Context: an optimization exercise on an open-source flow, tuned for a short achievable clock period and few clock cycles. The choices shown serve that exercise and are no tape-out recipe.
The RTL was checked by simulation tests, not by an equivalence proof against the original design.
Power is estimated from default activity; no workload was simulated.

==> flow/design.v <==
`timescale 1ns / 1ps
module ksadd #(parameter W = 32) (
  input  wire [W-1:0] a,
  input  wire [W-1:0] b,
  input  wire         ci,
  output wire [W-1:0] s,
  output wire [W-1:0] sn
);
  wire [W-1:0] p0 = a ^ b;
  wire [W-1:0] g0 = (a & b) | {{(W-1){1'b0}}, p0[0] & ci};
  wire [6*W-1:0] g, p;
  assign g[W-1:0] = g0;
  assign p[W-1:0] = p0;
  genvar l, i;
  generate
    for (l = 0; l < 5; l = l + 1) begin : lv
      for (i = 0; i < W; i = i + 1) begin : bt
        if (i >= (1 << l)) begin : m
          assign g[(l+1)*W+i] = g[l*W+i] | (p[l*W+i] & g[l*W+i-(1 << l)]);
          assign p[(l+1)*W+i] = p[l*W+i] & p[l*W+i-(1 << l)];
        end else begin : c
          assign g[(l+1)*W+i] = g[l*W+i];
          assign p[(l+1)*W+i] = p[l*W+i];
        end
      end
    end
  endgenerate
  wire [W-1:0] c = {g[5*W+W-2:5*W], ci};
  assign s  = p0 ^ c;
  assign sn = ~(p0 ^ c);
endmodule
module slt32 (
  input  wire [31:0] a,
  input  wire [31:0] b,
  output wire        lt
);
  wire [31:0] x = {~a[31], a[30:0]};
  wire [31:0] y = {~b[31], b[30:0]};
  wire [31:0] l0 = ~x & y;
  wire [31:0] e0 = ~(x ^ y);
  wire [15:0] l1, e1;
  wire [7:0]  l2, e2;
  wire [3:0]  l3, e3;
  wire [1:0]  l4, e4;
  genvar i;
  generate
    for (i = 0; i < 16; i = i + 1) begin : g1
      assign l1[i] = l0[2*i+1] | (e0[2*i+1] & l0[2*i]);
      assign e1[i] = e0[2*i+1] & e0[2*i];
    end
    for (i = 0; i < 8; i = i + 1) begin : g2
      assign l2[i] = l1[2*i+1] | (e1[2*i+1] & l1[2*i]);
      assign e2[i] = e1[2*i+1] & e1[2*i];
    end
    for (i = 0; i < 4; i = i + 1) begin : g3
      assign l3[i] = l2[2*i+1] | (e2[2*i+1] & l2[2*i]);
      assign e3[i] = e2[2*i+1] & e2[2*i];
    end
    for (i = 0; i < 2; i = i + 1) begin : g4
      assign l4[i] = l3[2*i+1] | (e3[2*i+1] & l3[2*i]);
      assign e4[i] = e3[2*i+1] & e3[2*i];
    end
  endgenerate
  assign lt = l4[1] | (e4[1] & l4[0]);
endmodule
module myCPU (
    input  wire         cpu_rst,
    input  wire         cpu_clk,
    output wire [13:0]  inst_addr,
    input  wire [31:0]  inst,
    output wire [31:0]  Bus_addr,
    input  wire [31:0]  Bus_rdata,
    output wire         Bus_wen,
    output wire [31:0]  Bus_wdata
);
localparam OP_R    = 7'b0110011;
localparam OP_I    = 7'b0010011;
localparam OP_LOAD = 7'b0000011;
localparam OP_S    = 7'b0100011;
localparam OP_B    = 7'b1100011;
localparam OP_LUI  = 7'b0110111;
localparam OP_JAL  = 7'b1101111;
localparam OP_JALR = 7'b1100111;
wire clk = cpu_clk;
wire rst = cpu_rst;
reg  [31:0] pc_f;
reg  [15:0] bv;
reg  [7:0]  btag [0:15];
reg  [13:0] btgt [0:15];
reg  [5:0]  bcnt  [0:15];
reg  [5:0]  btrip [0:15];
reg  [15:0] bconf, bexit;
reg         ID_valid;
reg  [31:0] ID_inst;
reg  [31:0] ID_pc;
reg  [31:0] ID_pc4;
reg         ID_pred, ID_pnt;
reg  [31:0] ID_pnext;
reg  [31:0] ID_jr1, ID_jr2;
reg         EX_valid;
reg  [31:0] EX_A, EX_Bx, EX_S;
reg         EX_sfwd;
reg         EX_sub, EX_arith;
reg         EX_sel_add, EX_sel_and, EX_sel_or, EX_sel_xor, EX_sel_sll, EX_sel_sr, EX_sel_link;
reg  [4:0]  EX_rd;
reg         EX_wen, EX_ld, EX_st, EX_br, EX_jal, EX_jalr, EX_back;
reg  [2:0]  EX_f3;
reg         EX_pnpc4;
reg  [31:0] EX_pnext, EX_chk, EX_tgt, EX_pc4, EX_pc;
reg         mis_r;
reg  [31:0] tgt_a, tgt_n;
reg         tgt_s;
reg  [13:0] pc_o;
reg  [31:0] MEM_res, MEM_sd;
reg         MEM_we, MEM_wen, MEM_ld, MEM_ctrl, MEM_taken, MEM_tagm, MEM_back, MEM_link;
reg  [4:0]  MEM_rd;
reg  [31:0] MEM_pc;
reg  [13:0] MEM_tgt;
reg  [5:0]  MEM_cnt1, MEM_cnt0;
reg  [5:0]  EX_bcnt, EX_btrip;
reg         EX_bconf;
reg         MEM_ext, MEM_cnf;
reg  [31:0] WB_val;
reg         WB_wen;
reg  [4:0]  WB_rd;
reg  [31:0] rf [1:31];
wire [3:0]  bidx     = pc_f[5:2];
wire [15:0] bm;
genvar bi;
generate
  for (bi = 0; bi < 16; bi = bi + 1) begin : btbm
    assign bm[bi] = bv[bi] & (btag[bi] == pc_f[13:6]);
  end
endgenerate
wire        btb_any  = bm[bidx];
wire        btb_ex   = bexit[bidx];
wire [31:0] pc_f4    = pc_f + 32'd4;
assign inst_addr = pc_o;
wire        fs = inst[31];
wire [31:0] f_imm_b = {{19{fs}}, fs, inst[7], inst[30:25], inst[11:8], 1'b0};
wire [31:0] f_imm_j = {{11{fs}}, fs, inst[19:12], inst[20], inst[30:21], 1'b0};
wire [31:0] f_imm_i = {{20{fs}}, inst[31:20]};
wire [31:0] f_jr1, f_jr2, f_unr1, f_unr2;
ksadd #(32) u_jr1 (.a(ID_pc4), .b(f_imm_i), .ci(1'b0), .s(f_jr1), .sn(f_unr1));
ksadd #(32) u_jr2 (.a(EX_pc4), .b(f_imm_i), .ci(1'b0), .s(f_jr2), .sn(f_unr2));
wire        f_jal = (inst[6:0] == 7'b1101111);
wire        f_bwd = (inst[6:0] == 7'b1100011) & fs;
wire        f_jf  = f_jal | f_bwd;
wire [13:0] f_fb, f_fj, f_fbn, f_fjn;
ksadd #(14) u_fb (.a(pc_f[15:2]), .b(f_imm_b[15:2]), .ci(1'b0), .s(f_fb), .sn(f_fbn));
ksadd #(14) u_fj (.a(pc_f[15:2]), .b(f_imm_j[15:2]), .ci(1'b0), .s(f_fj), .sn(f_fjn));
wire [13:0] f_fast = f_jal ? f_fj : f_fb;
wire [13:0] pred_lo  = btb_any ? (btb_ex ? pc_f4[15:2] : btgt[bidx]) :
                                 (f_jf ? f_fast : pc_f4[15:2]);
wire [31:0] pred_nxt = {pc_f4[31:16], pred_lo, pc_f4[1:0]};
wire [6:0] op  = ID_inst[6:0];
wire [2:0] f3  = ID_inst[14:12];
wire [4:0] rd  = ID_inst[11:7];
wire [4:0] rs1 = ID_inst[19:15];
wire [4:0] rs2 = ID_inst[24:20];
wire is_r    = (op == OP_R);
wire is_i    = (op == OP_I);
wire is_ld   = (op == OP_LOAD);
wire is_st   = (op == OP_S);
wire is_br   = (op == OP_B);
wire is_lui  = (op == OP_LUI);
wire is_jal  = (op == OP_JAL);
wire is_jalr = (op == OP_JALR);
wire use1    = is_r | is_i | is_ld | is_st | is_br | is_jalr;
wire use2    = is_r | is_st | is_br;
wire wen     = (is_r | is_i | is_ld | is_lui | is_jal | is_jalr) & (rd != 5'd0);
wire use_imm = is_i | is_ld | is_st | is_lui | is_jalr;
wire s = ID_inst[31];
wire [31:0] imm_i = {{20{s}}, ID_inst[31:20]};
wire [31:0] imm_s = {{20{s}}, ID_inst[31:25], ID_inst[11:7]};
wire [31:0] imm_u = {ID_inst[31:12], 12'b0};
wire [31:0] imm   = is_lui ? imm_u : is_st ? imm_s : imm_i;
wire [31:0] imm_j = {{11{s}}, s, ID_inst[19:12], ID_inst[20], ID_inst[30:21], 1'b0};
wire [31:0] imm_b = {{19{s}}, s, ID_inst[7], ID_inst[30:25], ID_inst[11:8], 1'b0};
wire [31:0] id_tgtj, id_tgtb, id_tgtjn, id_tgtbn;
ksadd #(32) u_tgtj (.a(ID_pc), .b(imm_j), .ci(1'b0), .s(id_tgtj), .sn(id_tgtjn));
ksadd #(32) u_tgtb (.a(ID_pc), .b(imm_b), .ci(1'b0), .s(id_tgtb), .sn(id_tgtbn));
wire [31:0] id_tgt = is_jal ? id_tgtj : id_tgtb;
wire [31:0] id_chk, id_chkn;
ksadd #(32) u_chk (.a(ID_pnext), .b(~imm_i), .ci(1'b1), .s(id_chk), .sn(id_chkn));
wire sub_id = is_br | (is_r & (f3 == 3'b000) & ID_inst[30]);
wire [31:0] mem_fwd = MEM_ld ? Bus_rdata : MEM_res;
wire [31:0] tgt_r = tgt_s ? tgt_a : tgt_n;
wire m2       = ID_valid & (tgt_s ? (ID_pc == tgt_a) : (ID_pc == tgt_n));
wire m3       = tgt_s ? (pc_f == tgt_a) : (pc_f == tgt_n);
wire kill_id  = mis_r & ~m2;
wire redirect = mis_r & ~m2 & ~m3;
wire ID_live  = ID_valid & ~kill_id;
wire ex_wen_l = EX_wen & ~mis_r;
wire h1_ex  = ex_wen_l & (EX_rd  == rs1);
wire h2_ex  = ex_wen_l & (EX_rd  == rs2);
wire h1_mem = MEM_wen & (MEM_rd == rs1);
wire h2_mem = MEM_wen & (MEM_rd == rs2);
wire h1_wb  = WB_wen  & (WB_rd  == rs1);
wire h2_wb  = WB_wen  & (WB_rd  == rs2);
wire stall = ID_live & EX_ld & ((h1_ex & use1) | (h2_ex & use2 & ~is_st));
wire [31:0] rf1 = (rs1 == 5'd0) ? 32'd0 : rf[rs1];
wire [31:0] rf2 = (rs2 == 5'd0) ? 32'd0 : rf[rs2];
wire lk_ex  = h1_ex & EX_sel_link;
wire lk_mem = ~h1_ex & h1_mem & MEM_link;
wire [31:0] lk_val = lk_ex ? EX_pc4 : MEM_res;
wire [31:0] jr_tgt = lk_ex ? ID_jr1 : ID_jr2;
wire jr_ok    = is_jalr & (lk_ex | lk_mem);
wire st_taken = jr_ok;
wire id_rd    = ~ID_pred & st_taken;
wire redir_id = ID_live & id_rd & ~stall;
wire [31:0] rd_tgt = jr_tgt;
wire [31:0] sum, sumn;
ksadd #(32) u_alu (.a(EX_A), .b(EX_Bx), .ci(EX_sub), .s(sum), .sn(sumn));
wire        eq  = &(EX_A ^ EX_Bx);
wire        lt;
slt32 u_lt (.a(EX_A), .b(~EX_Bx), .lt(lt));
wire        cond = EX_f3[2] ? (lt ^ EX_f3[0]) : (eq ^ EX_f3[0]);
wire [31:0] sll = EX_A << EX_Bx[4:0];
wire [31:0] sr  = $signed({EX_arith & EX_A[31], EX_A}) >>> EX_Bx[4:0];
wire [31:0] ex_oth = ({32{EX_sel_and}}  & (EX_A & EX_Bx))
                   | ({32{EX_sel_or}}   & (EX_A | EX_Bx))
                   | ({32{EX_sel_xor}}  & (EX_A ^ EX_Bx))
                   | ({32{EX_sel_sll}}  & sll)
                   | ({32{EX_sel_sr}}   & sr)
                   | ({32{EX_sel_link}} & EX_pc4);
wire [31:0] ex_res = ({32{EX_sel_add}} & sum) | ex_oth;
wire eq_tgt = (EX_tgt == EX_pnext);
wire taken  = EX_jal | (EX_br & cond);
wire mT     = ~eq_tgt;
wire mN     = ~EX_pnpc4;
wire x1     = EX_f3[0] ? mN : mT;
wire x0     = EX_f3[0] ? mT : mN;
wire cc     = EX_f3[2] ? lt : eq;
wire mis_o  = EX_jalr ? (EX_A != EX_chk) : EX_jal ? mT : mN;
wire mis    = EX_valid & ~mis_r & (EX_br ? (cc ? x1 : x0) : mis_o);
wire s1_ex  = use1 & h1_ex;
wire s1_mem = use1 & ~h1_ex & h1_mem;
wire s1_wb  = use1 & ~h1_ex & ~h1_mem & h1_wb;
wire s1_rf  = use1 & ~h1_ex & ~h1_mem & ~h1_wb;
wire s2_ex  = h2_ex;
wire s2_mem = ~h2_ex & h2_mem;
wire s2_wb  = ~h2_ex & ~h2_mem & h2_wb;
wire s2_rf  = ~h2_ex & ~h2_mem & ~h2_wb;
wire [31:0] fwd1 = ({32{s1_ex & EX_sel_add}} & sum) | ({32{s1_ex}} & ex_oth)
                 | ({32{s1_mem}} & mem_fwd) | ({32{s1_wb}} & WB_val) | ({32{s1_rf}} & rf1);
wire [31:0] fwd2 = ({32{s2_mem}} & mem_fwd) | ({32{s2_wb}} & WB_val) | ({32{s2_rf}} & rf2);
wire [31:0] subv = {32{sub_id}};
wire [31:0] opb  = ({32{~use_imm & ~sub_id & s2_ex & EX_sel_add}} & sum)
                 | ({32{~use_imm &  sub_id & s2_ex & EX_sel_add}} & sumn)
                 | ({32{~use_imm & s2_ex & ~EX_sel_add}} & (ex_oth ^ subv))
                 | ({32{~use_imm & s2_mem}} & (mem_fwd ^ subv)) | ({32{~use_imm & s2_wb}} & (WB_val ^ subv))
                 | ({32{~use_imm & s2_rf}} & (rf2 ^ subv)) | ({32{use_imm}} & imm);
wire [31:0] pc_nxt = redirect ? tgt_r : stall ? pc_f : redir_id ? rd_tgt : pred_nxt;
wire sel_r = redirect;
wire sel_s = ~redirect & stall;
wire sel_i = ~redirect & ~stall & redir_id;
wire sel_p = ~redirect & ~stall & ~redir_id;
wire [13:0] pc_o_d = ({14{sel_r}} & tgt_r[15:2]) | ({14{sel_s}} & pc_o)
                   | ({14{sel_i}} & rd_tgt[15:2]) | ({14{sel_p}} & pred_lo);
always @(posedge clk or posedge rst) begin
  if (rst) begin
    pc_f     <= 32'd0;
    pc_o     <= 14'h0;
    ID_valid <= 1'b0;
    EX_valid <= 1'b0;
    EX_wen <= 1'b0; EX_ld <= 1'b0; EX_st <= 1'b0; EX_br <= 1'b0; EX_jal <= 1'b0; EX_jalr <= 1'b0; EX_back <= 1'b0;
    mis_r <= 1'b0;
    MEM_we <= 1'b0; MEM_wen <= 1'b0; MEM_ld <= 1'b0; MEM_ctrl <= 1'b0;
    WB_wen <= 1'b0;
  end else begin
    pc_f  <= pc_nxt;
    pc_o  <= pc_o_d;
    if (redirect | redir_id) ID_valid <= 1'b0;
    else if (!stall)      ID_valid <= 1'b1;
    if (stall | ~ID_live) begin
      EX_valid <= 1'b0;
      EX_wen <= 1'b0; EX_ld <= 1'b0; EX_st <= 1'b0; EX_br <= 1'b0; EX_jal <= 1'b0; EX_jalr <= 1'b0; EX_back <= 1'b0;
    end else begin
      EX_valid <= 1'b1;
      EX_wen  <= wen;
      EX_ld   <= is_ld;
      EX_st   <= is_st;
      EX_br   <= is_br;
      EX_jal  <= is_jal;
      EX_jalr <= is_jalr;
      EX_back <= is_br & s;
    end
    mis_r <= mis;
    MEM_we   <= EX_st & ~mis_r;
    MEM_wen  <= EX_wen & ~mis_r;
    MEM_ld   <= EX_ld & ~mis_r;
    MEM_ctrl <= (EX_br | EX_jal | EX_jalr) & ~mis_r;
    WB_wen <= MEM_wen;
  end
end
always @(posedge clk or posedge rst) begin
  if (rst) bv <= 16'd0;
  else if (MEM_ctrl) begin
    if (MEM_taken)                bv[MEM_pc[5:2]] <= 1'b1;
    else if (MEM_tagm & ~MEM_back) bv[MEM_pc[5:2]] <= 1'b0;
  end
end
always @(posedge clk) begin
  if (MEM_ctrl & MEM_taken) begin
    btag[MEM_pc[5:2]] <= MEM_pc[13:6];
    btgt[MEM_pc[5:2]] <= MEM_tgt;
  end
  if (MEM_ctrl) begin
    if (MEM_taken) begin
      if (MEM_tagm) begin
        bcnt[MEM_pc[5:2]]  <= MEM_cnt1;
        bexit[MEM_pc[5:2]] <= MEM_ext;
      end else begin
        bcnt[MEM_pc[5:2]]  <= 6'd1;
        bconf[MEM_pc[5:2]] <= 1'b0;
        bexit[MEM_pc[5:2]] <= 1'b0;
      end
    end else if (MEM_tagm & MEM_back) begin
      btrip[MEM_pc[5:2]] <= MEM_cnt0;
      bconf[MEM_pc[5:2]] <= MEM_cnf;
      bcnt[MEM_pc[5:2]]  <= 6'd0;
      bexit[MEM_pc[5:2]] <= 1'b0;
    end
  end
  if (!stall) begin
    ID_inst  <= inst;
    ID_pc    <= pc_f;
    ID_pc4   <= pc_f4;
    ID_pred  <= btb_any ? ~btb_ex : f_jf;
    ID_pnt   <= btb_any & btb_ex;
    ID_pnext <= pred_nxt;
    ID_jr1   <= f_jr1;
    ID_jr2   <= f_jr2;
  end
  EX_A       <= fwd1;
  EX_Bx      <= opb;
  EX_S       <= fwd2;
  EX_sfwd    <= s2_ex;
  EX_sub     <= sub_id;
  EX_arith   <= ID_inst[30];
  EX_sel_add <= ((is_r | is_i) & (f3 == 3'b000)) | is_ld | is_st | is_lui;
  EX_sel_and <= (is_r | is_i) & (f3 == 3'b111);
  EX_sel_or  <= (is_r | is_i) & (f3 == 3'b110);
  EX_sel_xor <= (is_r | is_i) & (f3 == 3'b100);
  EX_sel_sll <= (is_r | is_i) & (f3 == 3'b001);
  EX_sel_sr  <= (is_r | is_i) & (f3 == 3'b101);
  EX_sel_link <= is_jal | is_jalr;
  EX_rd      <= rd;
  EX_f3      <= f3;
  EX_pnext   <= id_rd ? rd_tgt : ID_pnext;
  EX_pnpc4   <= ~id_rd & (ID_pnext == ID_pc4);
  EX_chk     <= (id_rd & is_jalr) ? lk_val : id_chk;
  EX_tgt     <= id_tgt;
  EX_pc4     <= ID_pc4;
  EX_pc      <= ID_pc;
  EX_bcnt    <= bcnt[ID_pc[5:2]];
  EX_btrip   <= btrip[ID_pc[5:2]];
  EX_bconf   <= bconf[ID_pc[5:2]];
  tgt_a <= EX_jalr ? sum : EX_tgt;
  tgt_n <= EX_pc4;
  tgt_s <= EX_jalr | taken;
  MEM_res   <= ex_res;
  MEM_sd    <= EX_sfwd ? mem_fwd : EX_S;
  MEM_rd    <= EX_rd;
  MEM_taken <= taken | EX_jalr;
  MEM_tagm  <= bv[EX_pc[5:2]] & (btag[EX_pc[5:2]] == EX_pc[13:6]);
  MEM_back  <= EX_back;
  MEM_cnt0  <= EX_bcnt;
  MEM_cnt1  <= (EX_bcnt == 6'd63) ? 6'd63 : EX_bcnt + 6'd1;
  MEM_ext   <= EX_bconf & (EX_bcnt + 6'd1 == EX_btrip);
  MEM_cnf   <= (EX_bcnt != 6'd63);
  MEM_link  <= EX_sel_link;
  MEM_pc    <= EX_pc;
  MEM_tgt   <= EX_jalr ? sum[15:2] : EX_tgt[15:2];
  WB_val <= mem_fwd;
  WB_rd  <= MEM_rd;
  if (WB_wen) rf[WB_rd] <= WB_val;
end
assign Bus_addr  = MEM_res;
assign Bus_wdata = MEM_sd;
assign Bus_wen   = MEM_we;
endmodule
==> flow/run.sh <==
#!/bin/bash
# synth_recipe.tcl (not shown) runs the flow's synth.tcl, then flattens the netlist and writes it again
# the make line also repeats each setting of config.mk as NAME=value (left out here)
make -C /OpenROAD-flow-scripts/flow DESIGN_CONFIG=/design/flow/config.mk WORK_HOME=/design/flow/orfs CLKGATE_MAP_FILE= SYNTH_SCRIPT=/design/flow/synth_recipe.tcl finish
==> flow/config.mk <==
export PLATFORM = sky130hd
export DESIGN_NAME = myCPU
export DESIGN_NICKNAME = myCPU
export VERILOG_FILES = /design/flow/design.v
export SDC_FILE = /design/flow/constraint.sdc
export NUM_CORES = 4
export LEC_CHECK = 0
export ABC_CLOCK_PERIOD_IN_PS = 3000
export CAP_MARGIN = 20
export CORE_MARGIN = 2
export CORE_UTILIZATION = 40
export SETUP_SLACK_MARGIN = 5.0
export SLEW_MARGIN = 20
==> flow/constraint.sdc <==
create_clock -name core_clock -period 8.5 [get_ports {cpu_clk}]
set_input_delay 1.7000 -clock core_clock [delete_from_list [all_inputs] [get_ports {cpu_clk}]]
set_output_delay 1.7000 -clock core_clock [all_outputs]
set_load 0.01 [all_outputs]
==> results.toml, run 1 <==
[status]
status = "no timing/DRC/antenna violations"

[worst_hold_path]
min_to = "MEM_rd[1]"
worstHoldStart = "EX_rd[1]"
min_delay_path_depth = 0
min_path_type = "reg -> reg"

[finish]
layout_common_cells = "edfxtp_1, mux4_2, nor2_1"
drive_above_1_share_pct = 27.2
final_net_count = 8597
synthToLayoutAreaGrowth_pct = 17.4
final_common_cell = "edfxtp_1"

[timing]
fmax_mhz = 281
fin_worst_skew_ns = 0.109
maxSlewHeadroom_pct = 19.7
finalCritPeriodShare_pct = 41.9
tns_ns = 0
tightest_slew_ns = 1.19
fin_ws_ns = 4.94
grt_setup_unrepaired = "yes"
slew_violations = 0
finalHoldViolCount = 0
finalSetupViolCount = 0
finalCriticalPeriod_ns = 3.56

[global_route]
antenna_found_initial = 38
grtUsageTotal_pct = 29.1
grt-ovfl-total = 0
grt_max_degree = 81
grt_pass1_vias = 75300
grt_pass1_wl_mm = 592

[logic_synthesis]
syn-cell-area_um2 = 114000
ys_seq_area_share_pct = 56.0
ys_types = 104
synth_nets = 8270
ys_warn_count = 1
ys_async_sr_fraction_pct = 3.36
synth_cells = 7967
ys_seq_elements = 2294
synth_edf_count = 1741
synthFlopType = "edfxtp_1"
syn_avg_cell_area_um2 = 14.3

[setup_path]
reg2reg_depth = 13
worst-setup-path-type = "reg -> reg"
reg2reg_slack_ns = 4.94
crit_path_max_incr_delay_ns = 0.41
cp_slowest_cell = "edfxtp_1"
r2r-start = "ID_inst[24]"
critPathMaxFanout = 21
cp.required_ns = 9.27
start_kind = "register"
endpoint_kind = "register"
timing.rr.end = "EX_Bx[16]"
cp_cell_sequence = "buf_12 > buf_4 > xor2_1 > nor4_2 > and3_4 > buf_12 > nor3_1 > buf_4 > a22o_2 > a221oi_4 > o21ai_0 > a21oi_1 > o211ai_1"
cp.arrival_ns = 4.33

[detailed_routing]
wl_per_cell_um = 35.1
initialDrtViolationCount = 11200
drtAntennaViolNets = 0
drt-total-wl_mm = 431
drc_errors = 0
first_pass_iters = 8
vias_per_cell = 6.42
vias = 78700

[cts]
ctsRootBufferMaster = "clkbuf_16"
clkTransAtPathRegs_ns = 0.07
cts_made_buffers = 242
clkLatencyLatePin_ns = 0.97
cts_max_level = 4
cts_sinks = 2294
tritoncts = "yes"
clockBufferDepth = 4

[floorplan]
die_h_um = 538
rows = 195
num_io_pins = 145
core_um2 = 283000
dieArea_um2 = 289000
start_util_pct = 40.3
die_w_um = 538

[pwr]
p_leak_nw = 47.0
ir_drop_uv = 191
power_density_nw_per_um2 = 285

[place]
pre_cts_slack_ns = 3.21
dp_hpwl_mm = 280
place.gp.congestion = 1.03
port_buffers = 144

[job]
cap_violations = 0
where the power goes:
part	switching (mW)	total [mW]	internal (mW)	leakage [nW]
Clock	4.61	11.0	6.41	4.01
Combinational	6.64	11.5	4.86	22.1
Sequential	1.80	15.5	13.7	20.9
worst max-delay path: cells and delay by family, from the launching register on:
family | cells | cell delay [ns]
simple gates | 3 | 0.72
buf+inv | 4 | 0.75
compound gates | 5 | 1.35
xor+xnor | 1 | 0.16
flops | 1 | 0.41
flip-flops by register name, summed over array words and instances (netlist names), 96 cells and up, named ones only:
name and count:
rf 992, btgt 224, btag 128, bcnt 96, btrip 96
cells by family after synthesis:
family	count (synthesis)	synth area share [%]
mux	1219	19.9
simple gates	1505	6.09
fa+ha+maj	237	2.66
buf+inv	720	2.65
xor+xnor	508	3.94
compound gates	1484	8.77
flops	2294	56.0
worst max-delay path by stage:
stage	from	end	cells after the start
finish	ID_inst[24]	EX_Bx[16]	13
global route	inst[31]	ID_jr2[29]	11
CTS	MEM_res[14]	Bus_addr[14]	1
detailed placement	inst[22]	ID_jr1[29]	11
global placement	EX_Bx[1]	EX_Bx[17]	12
floorplan	inst[21]	ID_jr1[31]	10
area by class of cell:
cell class | instances | area [µm²]
inverter | 200 | 796
clock buffer | 306 | 6650
timing repair inverter | 1 | 7.51
fill | 24300 | 149000
timing repair buffer | 599 | 6210
sequential | 2294 | 64000
tap | 3743 | 4680
multi-input combinational | 4956 | 49800
antenna | 26 | 65.1
clock inverter | 139 | 1530
stage by stage:
step / util (%) / area (µm²) / instances / power, mW / hold WS [ns]
after detailed placement: 42.7 / 121000 / 11600 / 26.1 / 0.371
after global placement: 42.7 / 121000 / 11600 / 26.0 / 0.368
after global routing: 47.3 / 134000 / 12200 / 39.3 / 0.368
after CTS: 46.6 / 132000 / 12100 / 37.5 / 0.349
final: 47.3 / 134000 / 12300 / 38.1 / 0.330
after floorplan: - / 115000 / 7967 / 21.9 / 0.324
cell usage after synthesis, drive strengths merged, types with 13 or more instances:
master / instances / share of area, %
dfrtp: 77 / 1.7
buf: 205 / 0.95
edfxtp: 1741 / 46
a221o: 24 / 0.21
mux2i: 293 / 2.6
o21bai: 24 / 0.16
a211o: 30 / 0.23
o311ai: 14 / 0.13
o221ai: 62 / 0.48
dfxtp: 476 / 8.4
nand4: 62 / 0.35
a2111oi: 17 / 0.17
nor4: 61 / 0.34
mux2: 98 / 0.97
a22oi: 44 / 0.29
nand2: 448 / 1.5
nor2: 502 / 1.7
and2: 25 / 0.14
o2111ai: 13 / 0.10
o21a: 34 / 0.22
a31oi: 30 / 0.17
clkbuf: 315 / 1.0
o22ai: 30 / 0.16
and3: 36 / 0.20
nor3: 79 / 0.35
xor2: 191 / 1.5
ha: 228 / 2.5
o211ai: 67 / 0.44
nand2b: 43 / 0.24
a21oi: 381 / 1.7
nand3: 111 / 0.49
a21o: 150 / 0.99
inv: 198 / 0.65
xnor2: 314 / 2.4
mux4: 828 / 16
or3: 25 / 0.14
o31ai: 25 / 0.18
o21ai: 296 / 1.3
a22o: 22 / 0.17
a211oi: 64 / 0.42
a221oi: 45 / 0.35
nor2b: 41 / 0.23
nor3b: 13 / 0.086
repair_timing:
item	in CTS	in global routing
gates cloned	18	9
setup buffers	105	95
pin swaps	36	60
hold buffers	0	0
setup endpoints to repair	473	151
resized for setup	492	229
metal layers:
layer	wire, µm	GRT usage [%]
met4	28900	16.1
met3	44400	5.35
met2	190000	43.6
met5	82	0
met1	168000	40.0
Testbench counts, summed over its fixed seeds: cycles 208,666.
==> run 2, diff against run 1 <==
--- a/flow/design.v
+++ b/flow/design.v
@@ -96,7 +96,8 @@
 reg  [31:0] ID_pc4;
 reg         ID_pred, ID_pnt;
 reg  [31:0] ID_pnext;
-reg  [31:0] ID_jr1, ID_jr2;
+reg  [15:0] ID_jr1, ID_jr2;
+reg         ID_jr1x, ID_jr2x;
 reg         EX_valid;
 reg  [31:0] EX_A, EX_Bx, EX_S;
 reg         EX_sfwd;
@@ -140,9 +141,9 @@
 wire [31:0] f_imm_b = {{19{fs}}, fs, inst[7], inst[30:25], inst[11:8], 1'b0};
 wire [31:0] f_imm_j = {{11{fs}}, fs, inst[19:12], inst[20], inst[30:21], 1'b0};
 wire [31:0] f_imm_i = {{20{fs}}, inst[31:20]};
-wire [31:0] f_jr1, f_jr2, f_unr1, f_unr2;
-ksadd #(32) u_jr1 (.a(ID_pc4), .b(f_imm_i), .ci(1'b0), .s(f_jr1), .sn(f_unr1));
-ksadd #(32) u_jr2 (.a(EX_pc4), .b(f_imm_i), .ci(1'b0), .s(f_jr2), .sn(f_unr2));
+wire [16:0] f_jr1, f_jr2, f_unr1, f_unr2;
+ksadd #(17) u_jr1 (.a({1'b0, ID_pc4[15:0]}), .b({1'b0, f_imm_i[15:0]}), .ci(1'b0), .s(f_jr1), .sn(f_unr1));
+ksadd #(17) u_jr2 (.a({1'b0, EX_pc4[15:0]}), .b({1'b0, f_imm_i[15:0]}), .ci(1'b0), .s(f_jr2), .sn(f_unr2));
 wire        f_jal = (inst[6:0] == 7'b1101111);
 wire        f_bwd = (inst[6:0] == 7'b1100011) & fs;
 wire        f_jf  = f_jal | f_bwd;
@@ -204,8 +205,8 @@
 wire lk_ex  = h1_ex & EX_sel_link;
 wire lk_mem = ~h1_ex & h1_mem & MEM_link;
 wire [31:0] lk_val = lk_ex ? EX_pc4 : MEM_res;
-wire [31:0] jr_tgt = lk_ex ? ID_jr1 : ID_jr2;
-wire jr_ok    = is_jalr & (lk_ex | lk_mem);
+wire [31:0] jr_tgt = lk_ex ? {EX_pc4[31:16], ID_jr1} : {MEM_res[31:16], ID_jr2};
+wire jr_ok    = is_jalr & ((lk_ex & ID_jr1x) | (lk_mem & ID_jr2x));
 wire st_taken = jr_ok;
 wire id_rd    = ~ID_pred & st_taken;
 wire redir_id = ID_live & id_rd & ~stall;
@@ -330,8 +331,10 @@
     ID_pred  <= btb_any ? ~btb_ex : f_jf;
     ID_pnt   <= btb_any & btb_ex;
     ID_pnext <= pred_nxt;
-    ID_jr1   <= f_jr1;
-    ID_jr2   <= f_jr2;
+    ID_jr1   <= f_jr1[15:0];
+    ID_jr2   <= f_jr2[15:0];
+    ID_jr1x  <= (f_jr1[16] == fs);
+    ID_jr2x  <= (f_jr2[16] == fs);
   end
   EX_A       <= fwd1;
   EX_Bx      <= opb;
==> run 2 against run 1 <==
Net effect:
- power is 6.3% lower
- die area is 2.4% lower
- final area is 3.1% lower
- setup slack worse by 0.026 ns
- largest cell class unchanged
- critical path depth is 4 lower
- clock skew is 0.011 ns lower
- non-clock buffer count is 78 lower
- worst hold slack better by 0.048 ns
- largest power group unchanged
- count of clock-buffer cells in the layout is 21 higher
- sequential share of layout area is 0.83 points higher
- register-to-register slack worse by 0.03 ns
==> results.toml, run 2 <==
[status]
status = "no timing/DRC/antenna violations"

[logic_synthesis]
ys_seq_elements = 2264
syn_avg_cell_area_um2 = 14.4
synth_edf_count = 1711
ys_top_cells_by_area = "edfxtp_1, mux4_2, dfxtp_1"
ys_warn_count = 1
syn-cell-area_um2 = 111000
post-synth-top-count-cell = "edfxtp_1"
synth_nets = 7988
synthFlopType = "edfxtp_1"
synth_cells = 7715
ys_async_sr_fraction_pct = 3.40
ys_seq_area_share_pct = 56.5
synth_top_area_share_pct = 46.2
synth_commonest_cells = "edfxtp_1, mux4_2, nor2_1"
synth_top_cell_by_area = "edfxtp_1"
ys_types = 88

[cts]
cts_max_level = 4
clockBufferDepth = 4
ctsRootBufferMaster = "clkbuf_16"
clkTransAtPathRegs_ns = 0.06
cts_hold_buf = 0
clkLatencyLatePin_ns = 0.91
tritoncts = "yes"
cts_made_buffers = 242
cts_sinks = 2264

[global_route]
grt_max_degree = 110
grt-ovfl-total = 0
grt_pass1_vias = 73100
grt_pass1_wl_mm = 573
antenna_found_initial = 38
grtUsageTotal_pct = 28.8

[setup_path]
reg2reg_slack_ns = 4.91
r2r-start = "ID_inst[18]"
cp.arrival_ns = 4.36
reg2reg_depth = 9
start_kind = "register"
timing.rr.end = "pc_f[18]"
critPathMaxFanout = 31
worst-setup-path-type = "reg -> reg"
cp.required_ns = 9.27
endpoint_kind = "register"

[worst_hold_path]
min_to = "MEM_pc[3]"
worstHoldStart = "EX_pc[3]"
min_path_type = "reg -> reg"
min_delay_path_depth = 0

[finish]
synthToLayoutAreaGrowth_pct = 16.6
largest_register_ffs = 992
multi_input_area_um2 = 47800
final_net_count = 8235
num-fill-cells = 23900
drive_above_1_share_pct = 26.8
final_common_cell = "edfxtp_1"
seqCellArea_um2 = 63100
top_register = "rf"
layout_common_cells = "edfxtp_1, mux4_2, nor2_1"
final_core_util_pct = 46.9

[timing]
tns_ns = 0
fin_worst_skew_ns = 0.0972
grt_setup_unrepaired = "yes"
finalCritPeriodShare_pct = 42.2
tightest_slew_ns = 1.02
finalCriticalPeriod_ns = 3.59
maxSlewHeadroom_pct = 31.4
fmax_mhz = 279
slew_violations = 0
finalSetupViolCount = 0
finalHoldViolCount = 0

[place]
port_buffers = 144
dp_hpwl_mm = 273
place.gp.congestion = 1.01

[floorplan]
die_h_um = 531
core_um2 = 276000
die_w_um = 531
num_io_pins = 145
start_util_pct = 40.2
rows = 193
dieArea_um2 = 282000

[job]
cap_violations = 0

[detailed_routing]
initialDrtViolationCount = 10600
drtAntennaViolNets = 0
drt-total-wl_mm = 417
vias_per_cell = 6.45
wl_per_cell_um = 35.1
vias = 76700
first_pass_iters = 9
drc_errors = 0

[pwr]
ir_drop_uv = 207
p_leak_nw = 45.0
power_density_nw_per_um2 = 275
run 2: cell families after synthesis:
kind of cell / Yosys count / share of synthesized area (%)
DFF: 2264 / 56.5
and+or+nand+nor: 1441 / 5.92
AOI/OAI and AO/OA: 1405 / 8.48
muxes: 1218 / 20.4
buffers and inverters: 698 / 2.48
xor gates and xnor gates: 482 / 3.81
adders and majority gates: 207 / 2.39
run 2: per-layer routing:
metal  GRT usage [%]  routed length (µm)
met3            6.13               45400
met2            43.2              185000
met4            14.2               24000
met5               0                 152
met1            39.6              163000
run 2: area by class of cell:
| class | count | area share [%] |
|---|---|---|
| Tap cell | 3705 | 3.58 |
| Clock inverter | 121 | 0.979 |
| Clock buffer | 327 | 5.09 |
| Antenna cell | 19 | 0.0367 |
| Sequential cell | 2264 | 48.7 |
| Timing Repair inverter | 5 | 0.0290 |
| Multi-Input combinational cell | 4754 | 36.9 |
| Inverter | 174 | 0.547 |
| Timing Repair Buffer | 521 | 4.17 |
run 2: how the worst max path moves through the flow:
stage	start	slack [ns]	cells after the start	to
after global placement	MEM_taken	2.76	9	ID_pc[31]
after global routing	register	4.88	9	EX_A[28]
after CTS	register	4.85	9	EX_A[28]
after floorplan	MEM_taken	3.79	11	ID_inst[0]
after detailed placement	MEM_taken	2.72	9	ID_pc[28]
final	ID_inst[18]	4.91	9	pc_f[18]
run 2: power breakdown:
group | total (mW) | internal [mW] | leakage [nW] | switching (mW)
sequential | 15.1 | 13.4 | 20.5 | 1.76
combinational | 9.88 | 4.18 | 20.7 | 5.70
clock | 10.6 | 6.12 | 3.84 | 4.51
run 2: worst max-delay path: stages, from the launching register on:
cell and delay, ns:
edfxtp_1 0.54, xnor2_1 0.18, nand4_1 0.15, nor3_4 0.08
buf_4 0.15, nand2_4 0.39, buf_4 0.63, mux2i_1 0.86
o32ai_1 0.15, a221o_1 0.29
run 2: what timing repair did:
action	in CTS	in global routing
gates cloned	14	9
setup buffers	114	52
endpoints found under the hold margin	0	0
gates resized for setup	473	183
setup endpoints to repair	494	270
pin swaps	36	47
run 2: stage by stage:
step                total power [mW]  cells  area, µm²  hold slack (ns)  setup slack [ns]
floorplan                       20.5   7715     112000            0.324              3.79
global placement                24.3  11200     118000            0.355              2.76
finish                          35.7  11900     130000            0.378              4.91
global route                    36.7  11900     130000            0.378              4.88
CTS                             35.3  11800     128000            0.368              4.85
detailed placement              24.3  11200     118000            0.357              2.72
Testbench counts of run 2, summed over its fixed seeds: cycles 208,666.
==> run 3, diff against run 2 <==
==> flow/flow/run.sh (new file) <==
#!/bin/bash
set -euo pipefail
echo "export SETUP_SLACK_MARGIN = 6.0" >> config.mk
bash standard.sh finish > standard_flow.log 2>&1
==> flow/standard.sh (new file) <==
#!/bin/bash
# synth_recipe.tcl (not shown) runs the flow's synth.tcl, then flattens the netlist and writes it again
# the make line also repeats each setting of config.mk as NAME=value (left out here)
make -C /OpenROAD-flow-scripts/flow DESIGN_CONFIG=/design/flow/config.mk WORK_HOME=/design/flow/orfs CLKGATE_MAP_FILE= SYNTH_SCRIPT=/design/flow/synth_recipe.tcl "${@:-finish}"
--- a/flow/config.mk
+++ b/flow/config.mk
@@ -9,5 +9,5 @@
 export CAP_MARGIN = 20
 export CORE_MARGIN = 2
 export CORE_UTILIZATION = 40
-export SETUP_SLACK_MARGIN = 5.0
 export SLEW_MARGIN = 20
+export SETUP_SLACK_MARGIN = 6.0
removed: flow/run.sh
==> run 3 against run 2 <==
Net effect:
- critical path depth grew 1
- die area is the same
- non-clock buffer count grew 726
- count of clock-buffer cells in the layout shrank 30
- utilization grew 5.9 points
- final cell count grew 6.1%
- global-route usage grew 2.7 points
- sequential cell count is the same
- register-to-register slack gained 0.14 ns
- routed wire length grew 9.4%
- power grew 9.4%
- synthesized cell count is the same
- largest cell class unchanged
- highest routed layer unchanged
==> results.toml, run 3 <==
[timing]
fmax_mhz = 290
finalSetupViolCount = 0
tns_ns = 0
grt_setup_unrepaired = "yes"
tightest_slew_ns = 1.03
slew_violations = 0
fin_ws_ns = 5.06
finalCritPeriodShare_pct = 40.5
finalCriticalPeriod_ns = 3.44
fin_worst_skew_ns = 0.0914
finalHoldViolCount = 0
maxSlewHeadroom_pct = 31.3
holdWs_ns = 0.332

[logic_synthesis]
synth_xor_area_share_pct = 3.81
synth_nets = 7988
synth_top_area_share_pct = 46.2
synth_commonest_cells = "edfxtp_1, mux4_2, nor2_1"
synthFlopType = "edfxtp_1"
synth_top_family_by_area = "multiplexers"
ys_top_cells_by_area = "edfxtp_1, mux4_2, dfxtp_1"
ys_async_sr_fraction_pct = 3.40
synth_compound_area_share_pct = 8.48
syn_avg_cell_area_um2 = 14.4
synth_edf_count = 1711
synth_cells = 7715
syn-cell-area_um2 = 111000
ys_seq_elements = 2264
ys_types = 88
ys_seq_area_share_pct = 56.5
post-synth-top-count-cell = "edfxtp_1"
yosys.area_share.adder_pct = 2.39
ys_warn_count = 1
synthSimpleGateAreaFrac_pct = 5.92
synth_top_cell_by_area = "edfxtp_1"
synthMuxAreaShare_pct = 20.4

[finish]
drive_above_1_share_pct = 42.2
finalNonFillerCells = 12600
final_core_util_pct = 52.8
top_register = "rf"
final_cell_area_um2 = 146000
final_common_cell = "edfxtp_1"
num-fill-cells = 22200
synthToLayoutAreaGrowth_pct = 31.3
final_net_count = 8967
largest_register_ffs = 992
layout_common_cells = "edfxtp_1, mux4_2, buf_4"

[detailed_routing]
vias_per_cell = 6.53
first_pass_iters = 8
drtAntennaViolNets = 0
drt-total-wl_mm = 457
initialDrtViolationCount = 12200
wl_per_cell_um = 36.2
drc_errors = 0
vias = 82300

[place]
place.gp.congestion = 1.01
pre_cts_slack_ns = 3.38
dp_hpwl_mm = 272
place_area_um2 = 119000
dp.cells = 11200
port_buffers = 144

[pwr]
power_mw = 39.0
power_density_nw_per_um2 = 267
p_leak_nw = 51.8
ir_drop_uv = 193

[cts]
clkLatencyLatePin_ns = 0.91
tritoncts = "yes"
clkTransAtPathRegs_ns = 0.06
cts_sinks = 2264
clockBufferDepth = 4
cts_max_level = 4
cts_made_buffers = 245
ctsRootBufferMaster = "clkbuf_16"

[job]
cap_violations = 0

[floorplan]
die_w_um = 531
num_io_pins = 145
core_um2 = 276000
die_h_um = 531
start_util_pct = 40.2
dieArea_um2 = 282000
rows = 193

[global_route]
grt-ovfl-total = 0
grt_max_degree = 65
grt_pass1_wl_mm = 623
grt_pass1_vias = 79000
antenna_found_initial = 36
grtUsageTotal_pct = 31.5

[setup_path]
cp_cell_sequence = "ha_1 > a31oi_2 > a21oi_1 > o31a_1 > a221o_1 > a221o_1 > o31a_1 > buf_6 > a2111oi_4 > a221oi_2"
path_buf_inv = 1
crit_path_max_incr_delay_ns = 0.59
cp_slowest_cell = "edfxtp_1"
cp.required_ns = 9.25
endpoint_kind = "register"
worst-setup-path-type = "reg -> reg"
critPathMaxFanout = 6
cp.arrival_ns = 4.20
start_kind = "register"
cp_top_family = "compound AO/OA/AOI/OAI gates"

[worst_hold_path]
min_path_type = "reg -> reg"

[status]
status = "no timing/DRC/antenna violations"
[run 3: area by class of cell]
type                            instances  area [µm²]  area share, %
Inverter                              174         746          0.511
Timing Repair inverter                  2        16.3         0.0111
Sequential cell                      2264       63200           43.3
Timing Repair Buffer                 1247       15600           10.7
Tap cell                             3705        4640           3.17
Clock buffer                          297        6660           4.56
Multi-Input combinational cell       4760       53500           36.7
Clock inverter                        149        1590           1.09
Antenna cell                           20        50.0         0.0343
[run 3: what timing repair did]
action | CTS | global route
gates resized for setup | 2031 | 530
endpoints found under the hold margin | 0 | 0
endpoints found under the setup margin | 1144 | 659
buffers inserted | 613 | 182
gates cloned | 104 | 15
pin swaps | 331 | 295
hold buffers | 0 | 0
[run 3: cells by family (layout without fill, tap and decap cells)]
group | count (synthesis) | count (layout)
AOI/OAI and AO/OA | 1405 | 1406
adders and majority gates | 207 | 207
other | 0 | 20
and+or+nand+nor | 1441 | 1447
DFF | 2264 | 2264
muxes | 1218 | 1218
buffers and inverters | 698 | 1869
xor gates and xnor gates | 482 | 482
[run 3: power by group]
part / total [mW] / switching [mW] / internal (mW)
clock network: 11.1 / 4.61 / 6.46
logic: 12.7 / 6.83 / 5.89
registers: 15.2 / 1.82 / 13.4
[run 3: layer usage]
metal	vias to the layer above	global-route usage, %	routed length [µm]
met2	5942	46.3	197000
met4	14	18.3	33300
met5	-	0	91
met1	42400	42.5	171000
met3	1360	7.58	55200
li1	32600	-	-
[run 3: path summary, 6_finish.rpt]
check                                   to         from  slack [ns]  depth (start not counted)
worst max-delay path            EX_chk[28]  ID_pnext[6]        5.06                         10
worst min-delay path              WB_rd[2]    MEM_rd[2]        0.33                          0
worst max register to register  EX_chk[28]  ID_pnext[6]        5.06                         10
worst min register to register    WB_rd[2]    MEM_rd[2]        0.33                          0
max in group asynchronous          pc_f[2]      cpu_rst        6.20                          3
min in group asynchronous         pc_f[13]      cpu_rst        1.25                          2
==> run 4, diff against run 3 <==
--- a/flow/config.mk
+++ b/flow/config.mk
@@ -9,5 +9,6 @@
 export CAP_MARGIN = 20
 export CORE_MARGIN = 2
 export CORE_UTILIZATION = 40
+export PLACE_DENSITY = 0.7
 export SLEW_MARGIN = 20
 export SETUP_SLACK_MARGIN = 6.0
==> run 4 against run 3 <==
Net effect:
- final cell count increased by 0.22%
- final area is 0.26% higher
- sequential cell count did not move
- maximum frequency decreased by 3.0%
- via count up 1.9%
- synthesized cell count unchanged
- worst hold slack worse by 0.0052 ns
- still clean
- critical path type unchanged
- register-to-register slack worse by 0.11 ns
- count of clock-buffer cells in the layout fell by 6
==> results.toml, run 4 <==
[logic_synthesis]
ys_warn_count = 1
synth_top_cell_by_area = "edfxtp_1"
ys_seq_elements = 2264
ys_top_cells_by_area = "edfxtp_1, mux4_2, dfxtp_1"
ys_types = 88
synthFlopType = "edfxtp_1"
synth_cells = 7715
synth_nets = 7988
synth_edf_count = 1711
post-synth-top-count-cell = "edfxtp_1"
ys_async_sr_fraction_pct = 3.40
synth_top_area_share_pct = 46.2
ys_seq_area_share_pct = 56.5
syn-cell-area_um2 = 111000
synth_commonest_cells = "edfxtp_1, mux4_2, nor2_1"
syn_avg_cell_area_um2 = 14.4

[timing]
fin_worst_skew_ns = 0.116
holdWs_ns = 0.327
grt_setup_unrepaired = "yes"
tightest_slew_ns = 1.22
tns_ns = 0
slew_violations = 0
finalHoldViolCount = 0
finalSetupViolCount = 0
fmax_mhz = 282
finalCriticalPeriod_ns = 3.55
finalCritPeriodShare_pct = 41.8
fin_ws_ns = 4.95
maxSlewHeadroom_pct = 18.9

[floorplan]
num_io_pins = 145
start_util_pct = 40.2
die_h_um = 531
die_w_um = 531
rows = 193
dieArea_um2 = 282000
core_um2 = 276000

[pwr]
p_int_mw = 25.8
p_switching_mw = 13.4
p_seq_share_pct = 38.7
ir_drop_uv = 217
p_leak_nw = 52.0
p_sw_share_pct = 34.1
clkPwrFrac_pct = 28.7
power_density_nw_per_um2 = 268
comb_power_share_pct = 32.6

[detailed_routing]
initialDrtViolationCount = 13300
drt-total-wl_mm = 466
vias_per_cell = 6.64
wl_per_cell_um = 36.8
first_pass_iters = 7
drc_errors = 0
vias = 83900
drtAntennaViolNets = 0

[cts]
cts_max_level = 4
cts_sinks = 2264
cts_hold_buf = 0
clkTransAtPathRegs_ns = 0.07
ctsRootBufferMaster = "clkbuf_16"
clkLatencyLatePin_ns = 0.98
tritoncts = "yes"
cts_made_buffers = 238
clockBufferDepth = 4

[job]
cap_violations = 0

[setup_path]
worst-setup-path-type = "reg -> reg"
critPathMaxFanout = 6
reg2reg_depth = 14
cp.required_ns = 9.25
cp.arrival_ns = 4.30
endpoint_kind = "register"
start_kind = "register"

[status]
status = "no timing/DRC/antenna violations"

[finish]
final_net_count = 8996
drive_above_1_share_pct = 42.9
largest_register_ffs = 992
final_common_cell = "edfxtp_1"
finalNonFillerCells = 12600
final_core_util_pct = 52.9
synthToLayoutAreaGrowth_pct = 31.7
layout_common_cells = "edfxtp_1, mux4_2, buf_4"
top_register = "rf"

[global_route]
grt_pass1_wl_mm = 635
antenna_found_initial = 29
grt-ovfl-total = 0
grt_max_degree = 62
grtUsageTotal_pct = 31.9
grt_pass1_vias = 80600

[place]
dp_hpwl_mm = 275
pre_cts_slack_ns = 2.72
place.gp.congestion = 1.02
port_buffers = 144
dp.cells = 11200

[worst_hold_path]
min_delay_path_depth = 0
min_path_type = "reg -> reg"
[run 4: area by class of cell]
cell class,instances,area [µm²]
diodes,17,42.5
clock buffers,291,6390
clock inverters,150,1940
fillers,21600,130000
inverters,174,747
multi-input cells,4759,53500
flip-flops and latches,2264,63200
well taps,3705,4640
repair buffers,1280,15800
repair inverters,6,52.6
[run 4: layer usage]
layer  global-route usage, %  up-vias  routed length [µm]
met5                       0        -                 146
met4                    22.2       22               41100
met3                    9.72     1826               62300
met2                    47.2     6975              201000
met1                    40.1    42400              161000
li1                        -    32700                   -
[run 4: kinds of logic (layout without fill, tap and decap cells)]
family	count (synthesis)	in the layout	share of synthesized area, %
flops	2264	2264	56.5
simple gates	1441	1446	5.92
compound gates	1405	1406	8.48
mux	1218	1218	20.4
buf+inv	698	1901	2.48
xor+xnor	482	482	3.81
fa+ha+maj	207	207	2.39
other cells	0	17	0
[run 4: critical path: stages (launching register included)]
cell	delay, ns
dfxtp_4	0.39
buf_12	0.12
buf_12	0.15
mux2i_4	0.29
xnor2_2	0.15
nor4_2	0.37
nand3_2	0.18
o31ai_4	0.36
buf_6	0.16
buf_12	0.10
nand4_4	0.11
buf_6	0.17
and3b_2	0.32
a211o_1	0.33
a21o_1	0.16
[run 4: what timing repair did]
action	in CTS	in global routing
pin swaps	345	330
resized for setup	1938	663
cloned	103	20
endpoints found under the setup margin	1415	640
setup buffers	625	207
[run 4: metrics by stage]
step / total power, mW / instance area, µm²
after floorplan: 20.9 / 113000
after global placement: 24.4 / 119000
after detailed placement: 24.5 / 119000
after CTS: 37.7 / 141000
after global routing: 40.1 / 146000
final: 39.2 / 146000
[run 4: final timing paths]
| path | start | to | slack, ns |
|---|---|---|---|
| max | MEM_taken | pc_o[3] | 4.95 |
| max in group asynchronous | cpu_rst | pc_f[0] | 6.35 |
| min in group asynchronous | cpu_rst | pc_f[24] | 1.61 |
| min | EX_pc[3] | MEM_pc[3] | 0.33 |
| min reg2reg | EX_pc[3] | MEM_pc[3] | 0.33 |
| max reg2reg | MEM_taken | pc_o[3] | 4.95 |
[run 4: power groups by stage]
stage	sequential, mW	clock, mW	combinational (mW)
floorplan	14.3	0	6.56
global placement	15.4	0	9.02
detailed placement	15.4	0	9.08
CTS	15.1	11.2	11.5
global route	15.2	11.7	13.2
finish	15.2	11.3	12.8
==> run 5, diff against run 4 <==
--- a/flow/design.v
+++ b/flow/design.v
@@ -151,8 +151,12 @@
 ksadd #(14) u_fb (.a(pc_f[15:2]), .b(f_imm_b[15:2]), .ci(1'b0), .s(f_fb), .sn(f_fbn));
 ksadd #(14) u_fj (.a(pc_f[15:2]), .b(f_imm_j[15:2]), .ci(1'b0), .s(f_fj), .sn(f_fjn));
 wire [13:0] f_fast = f_jal ? f_fj : f_fb;
+wire        id_link = ID_valid & ((ID_inst[6:0] == 7'b1101111) | (ID_inst[6:0] == 7'b1100111))
+                    & (ID_inst[11:7] != 5'd0);
+wire        f_jrp = (inst[6:0] == 7'b1100111) & (inst[19:15] == ID_inst[11:7]) & id_link
+                  & (f_jr1[16] == fs);
 wire [13:0] pred_lo  = btb_any ? (btb_ex ? pc_f4[15:2] : btgt[bidx]) :
-                                 (f_jf ? f_fast : pc_f4[15:2]);
+                                 (f_jf ? f_fast : f_jrp ? f_jr1[15:2] : pc_f4[15:2]);
 wire [31:0] pred_nxt = {pc_f4[31:16], pred_lo, pc_f4[1:0]};
 wire [6:0] op  = ID_inst[6:0];
 wire [2:0] f3  = ID_inst[14:12];
@@ -328,7 +332,7 @@
     ID_inst  <= inst;
     ID_pc    <= pc_f;
     ID_pc4   <= pc_f4;
-    ID_pred  <= btb_any ? ~btb_ex : f_jf;
+    ID_pred  <= btb_any ? ~btb_ex : (f_jf | f_jrp);
     ID_pnt   <= btb_any & btb_ex;
     ID_pnext <= pred_nxt;
     ID_jr1   <= f_jr1[15:0];
==> flow/run.sh (new file) <==
#!/bin/bash
# synth_recipe.tcl (not shown) runs the flow's synth.tcl, then flattens the netlist and writes it again
# the make line also repeats each setting of config.mk as NAME=value (left out here)
make -C /OpenROAD-flow-scripts/flow DESIGN_CONFIG=/design/flow/config.mk WORK_HOME=/design/flow/orfs CLKGATE_MAP_FILE= SYNTH_SCRIPT=/design/flow/synth_recipe.tcl finish
--- a/flow/config.mk
+++ b/flow/config.mk
@@ -9,6 +9,5 @@
 export CAP_MARGIN = 20
 export CORE_MARGIN = 2
 export CORE_UTILIZATION = 40
-export PLACE_DENSITY = 0.7
+export SETUP_SLACK_MARGIN = 5.0
 export SLEW_MARGIN = 20
-export SETUP_SLACK_MARGIN = 6.0
removed: flow/flow/run.sh
removed: flow/standard.sh
==> run 5 against run 4 <==
Net effect:
- synthesized cell count shrank 0.12%
- largest cell class unchanged
- still clean on timing, DRC and antenna
- global-route usage down 2.5 points
- non-clock buffer count is 694 lower
==> results.toml, run 5 <==
[detailed_routing]
initialDrtViolationCount = 9936
drt-total-wl_mm = 425
drc_errors = 0
vias = 76000
drtAntennaViolNets = 0
vias_per_cell = 6.37
first_pass_iters = 9
wl_per_cell_um = 35.6

[logic_synthesis]
synth_nets = 7978
ys_top_cells_by_area = "edfxtp_1, mux4_2, dfxtp_1"
ys_seq_area_share_pct = 56.7
ys_types = 102
synth_edf_count = 1711
ys_async_sr_fraction_pct = 3.40
synth_top_cell_by_area = "edfxtp_1"
ys_seq_elements = 2264
post-synth-top-count-cell = "edfxtp_1"
syn-cell-area_um2 = 111000
ys_warn_count = 1
synthFlopType = "edfxtp_1"
synth_cells = 7706
synth_commonest_cells = "edfxtp_1, mux4_2, nor2_1"
synth_top_area_share_pct = 46.3
syn_avg_cell_area_um2 = 14.4

[setup_path]
worstSetupStartpoint = "inst[20]"
endpoint_kind = "register"
cp-endpoint = "pc_o[3]"
cp_slowest_cell = "a211o_1"
cp_top_family = "compound AO/OA/AOI/OAI gates"
reg2reg_depth = 12
cp.arrival_ns = 4.84
cp.required_ns = 9.28
path_buf_inv = 2
critPathMaxFanout = 3
crit_cells = 14
crit_path_max_incr_delay_ns = 0.36
cp_cell_sequence = "buf_6 > buf_8 > ha_4 > fa_2 > a211o_1 > o211ai_1 > a211o_1 > a311o_1 > a21oi_4 > mux2_4 > or3_1 > a31o_1 > and2_4 > a211o_1"
crit_top_cell = "a211o_1"
reg2reg_slack_ns = 4.70
timing.rr.end = "pc_o[3]"
start_kind = "input port"
worst-setup-path-type = "in -> reg"
r2r-start = "pc_f[8]"

[pwr]
p_leak_nw = 45.1
ir_drop_uv = 212
power_mw = 37.0
power_density_nw_per_um2 = 284

[timing]
holdWs_ns = 0.347
tightest_slew_ns = 1.17
maxSlewHeadroom_pct = 19.6
finalCriticalPeriod_ns = 4.06
slew_violations = 0
finalHoldViolCount = 0
finalCritPeriodShare_pct = 47.8
tns_ns = 0
fmax_mhz = 246
grt_setup_unrepaired = "yes"
fin_worst_skew_ns = 0.0473
finalSetupViolCount = 0

[finish]
largest_register_ffs = 992
finalNonFillerCells = 11900
seqCellArea_um2 = 63100
final_core_util_pct = 47.2
synthToLayoutAreaGrowth_pct = 17.5
num-fill-cells = 24000
top_register = "rf"
drive_above_1_share_pct = 27.8
layout_common_cells = "edfxtp_1, mux4_2, nor2_1"
final_common_cell = "edfxtp_1"
final_net_count = 8290
multi_input_area_um2 = 47500

[global_route]
grt_pass1_wl_mm = 580
grt_pass1_vias = 73100
grtUsageTotal_pct = 29.4
grt_max_degree = 111
grt-ovfl-total = 0
antenna_found_initial = 28

[floorplan]
rows = 193
die_w_um = 531
die_h_um = 531
start_util_pct = 40.1
core_um2 = 276000
num_io_pins = 145
dieArea_um2 = 282000

[cts]
cts_hold_buf = 0
clockBufferDepth = 4
tritoncts = "yes"
cts_sinks = 2264
cts_made_buffers = 236
clkTransAtPathRegs_ns = 0.07
clkLatencyLatePin_ns = 0.92
cts_max_level = 4
ctsRootBufferMaster = "clkbuf_16"

[worst_hold_path]
min_path_type = "reg -> reg"

[place]
dp.cells = 11300
port_buffers = 144
place.gp.congestion = 0.992
dp_hpwl_mm = 276

[status]
status = "no timing/DRC/antenna violations"

[job]
cap_violations = 0
-- run 5: changes by cell type after synthesis, sizes merged, moves of 30 or more --
cell / delta
xor2: -30
o21ai: +38
xnor2: +30
nor3: -38
nand2: +57
clkbuf: -37
a21o: -49
-- run 5: cell families (layout without fill, tap and decap cells) --
family | after synthesis | after routing | synth area share [%]
DFF | 2264 | 2264 | 56.7
and+or+nand+nor | 1480 | 1480 | 6.14
AOI/OAI and AO/OA | 1369 | 1369 | 8.23
muxes | 1203 | 1203 | 20.1
buffers and inverters | 703 | 1209 | 2.69
xor gates and xnor gates | 481 | 481 | 3.80
adders and majority gates | 206 | 206 | 2.38
other | 0 | 21 | 0
-- run 5: metrics by stage --
step | setup slack [ns] | area, µm²
2_1_floorplan | 3.92 | 111000
3_3_place_gp | 2.63 | 117000
3_5_place_dp | 2.63 | 117000
4_1_cts | 4.53 | 128000
5_1_grt | 4.37 | 130000
6_report | 4.44 | 130000
-- run 5: power breakdown --
| part | switching [mW] | internal, mW |
|---|---|---|
| Sequential | 1.85 | 13.5 |
| Combinational | 6.32 | 4.58 |
| Clock | 4.55 | 6.28 |
-- run 5: per-layer routing --
| layer | wire [µm] | vias to the layer above | track usage [%] |
|---|---|---|---|
| met1 | 165000 | 39600 | 39.4 |
| met4 | 28500 | 10 | 16.5 |
| li1 | - | 31000 | - |
| met5 | 64 | - | 0 |
| met2 | 192000 | 4528 | 45.4 |
| met3 | 39400 | 959 | 5.04 |
-- run 5: how the worst min path moves through the flow --
stage | slack (ns) | cells after the start | startpoint | endpoint
2_1_floorplan | 0.32 | 0 | EX_back | MEM_back
3_3_place_gp | 0.34 | 0 | EX_back | MEM_back
3_5_place_dp | 0.34 | 0 | EX_back | MEM_back
4_1_cts | 0.35 | 0 | EX_back | MEM_back
5_1_grt | 0.35 | 0 | EX_back | MEM_back
6_report | 0.35 | 0 | EX_back | MEM_back
-- run 5: layout make-up --
type,count,share of cell area (%)
flip-flops and latches,2264,48.4
multi-input cells,4739,36.4
clock buffers,316,5.07
repair buffers,586,4.80
well taps,3705,3.56
clock inverters,116,1.07
inverters,188,0.591
diodes,21,0.0403
repair inverters,3,0.0182
-- run 5: timing repair --
action,4_1_cts,5_1_grt
cloned,21,10
buffers inserted,119,71
resized for setup,569,216
endpoints found under the setup margin,570,230
pin swaps,71,76
endpoints found under the hold margin,0,0
Testbench counts of run 5, summed over its fixed seeds: cycles 207,080.

-- what the ideal ports hide --
How much do the figures lean on ideal ports? The routed layouts below were timed once more, with nothing changed but the port constraints. Step 1 sets driving cells, clkbuf_16 on the clock port and buf_2 on the other inputs (assumed; they add their load-dependent delay and slew). Step 2 adds t to the input delays and takes it off the output delays; t is the mean of the earliest and latest rising clock arrival at the registers after step 1. Input paths then give back, and output paths get back, about the clock's delay inside the block. Slacks: ideal / step 1 / step 2; pairs: ideal / step 1.
run	t, ns	setup WS [ns]	worst hold slack (ns)	slew at the worst register clock pin (ns)
run 1	1.000	4.940 / 4.933 / 4.032	0.330 / 0.330 / 0.330	0.07 / 0.07
run 2	0.967	4.915 / 4.915 / 3.980	0.378 / 0.378 / 0.378	0.08 / 0.08
run 3	0.980	5.056 / 5.056 / 4.330	0.332 / 0.332 / 0.332	0.08 / 0.08
run 4	1.010	4.950 / 4.950 / 4.289	0.327 / 0.327 / 0.327	0.08 / 0.08
run 5	0.991	4.436 / 4.485 / 3.494	0.347 / 0.347 / 0.347	0.08 / 0.08
After both steps setup and hold are still met in every run listed. The setup slack of run 5, which loses most, moves by +0.049 ns with the drivers and by -0.942 ns with both steps.
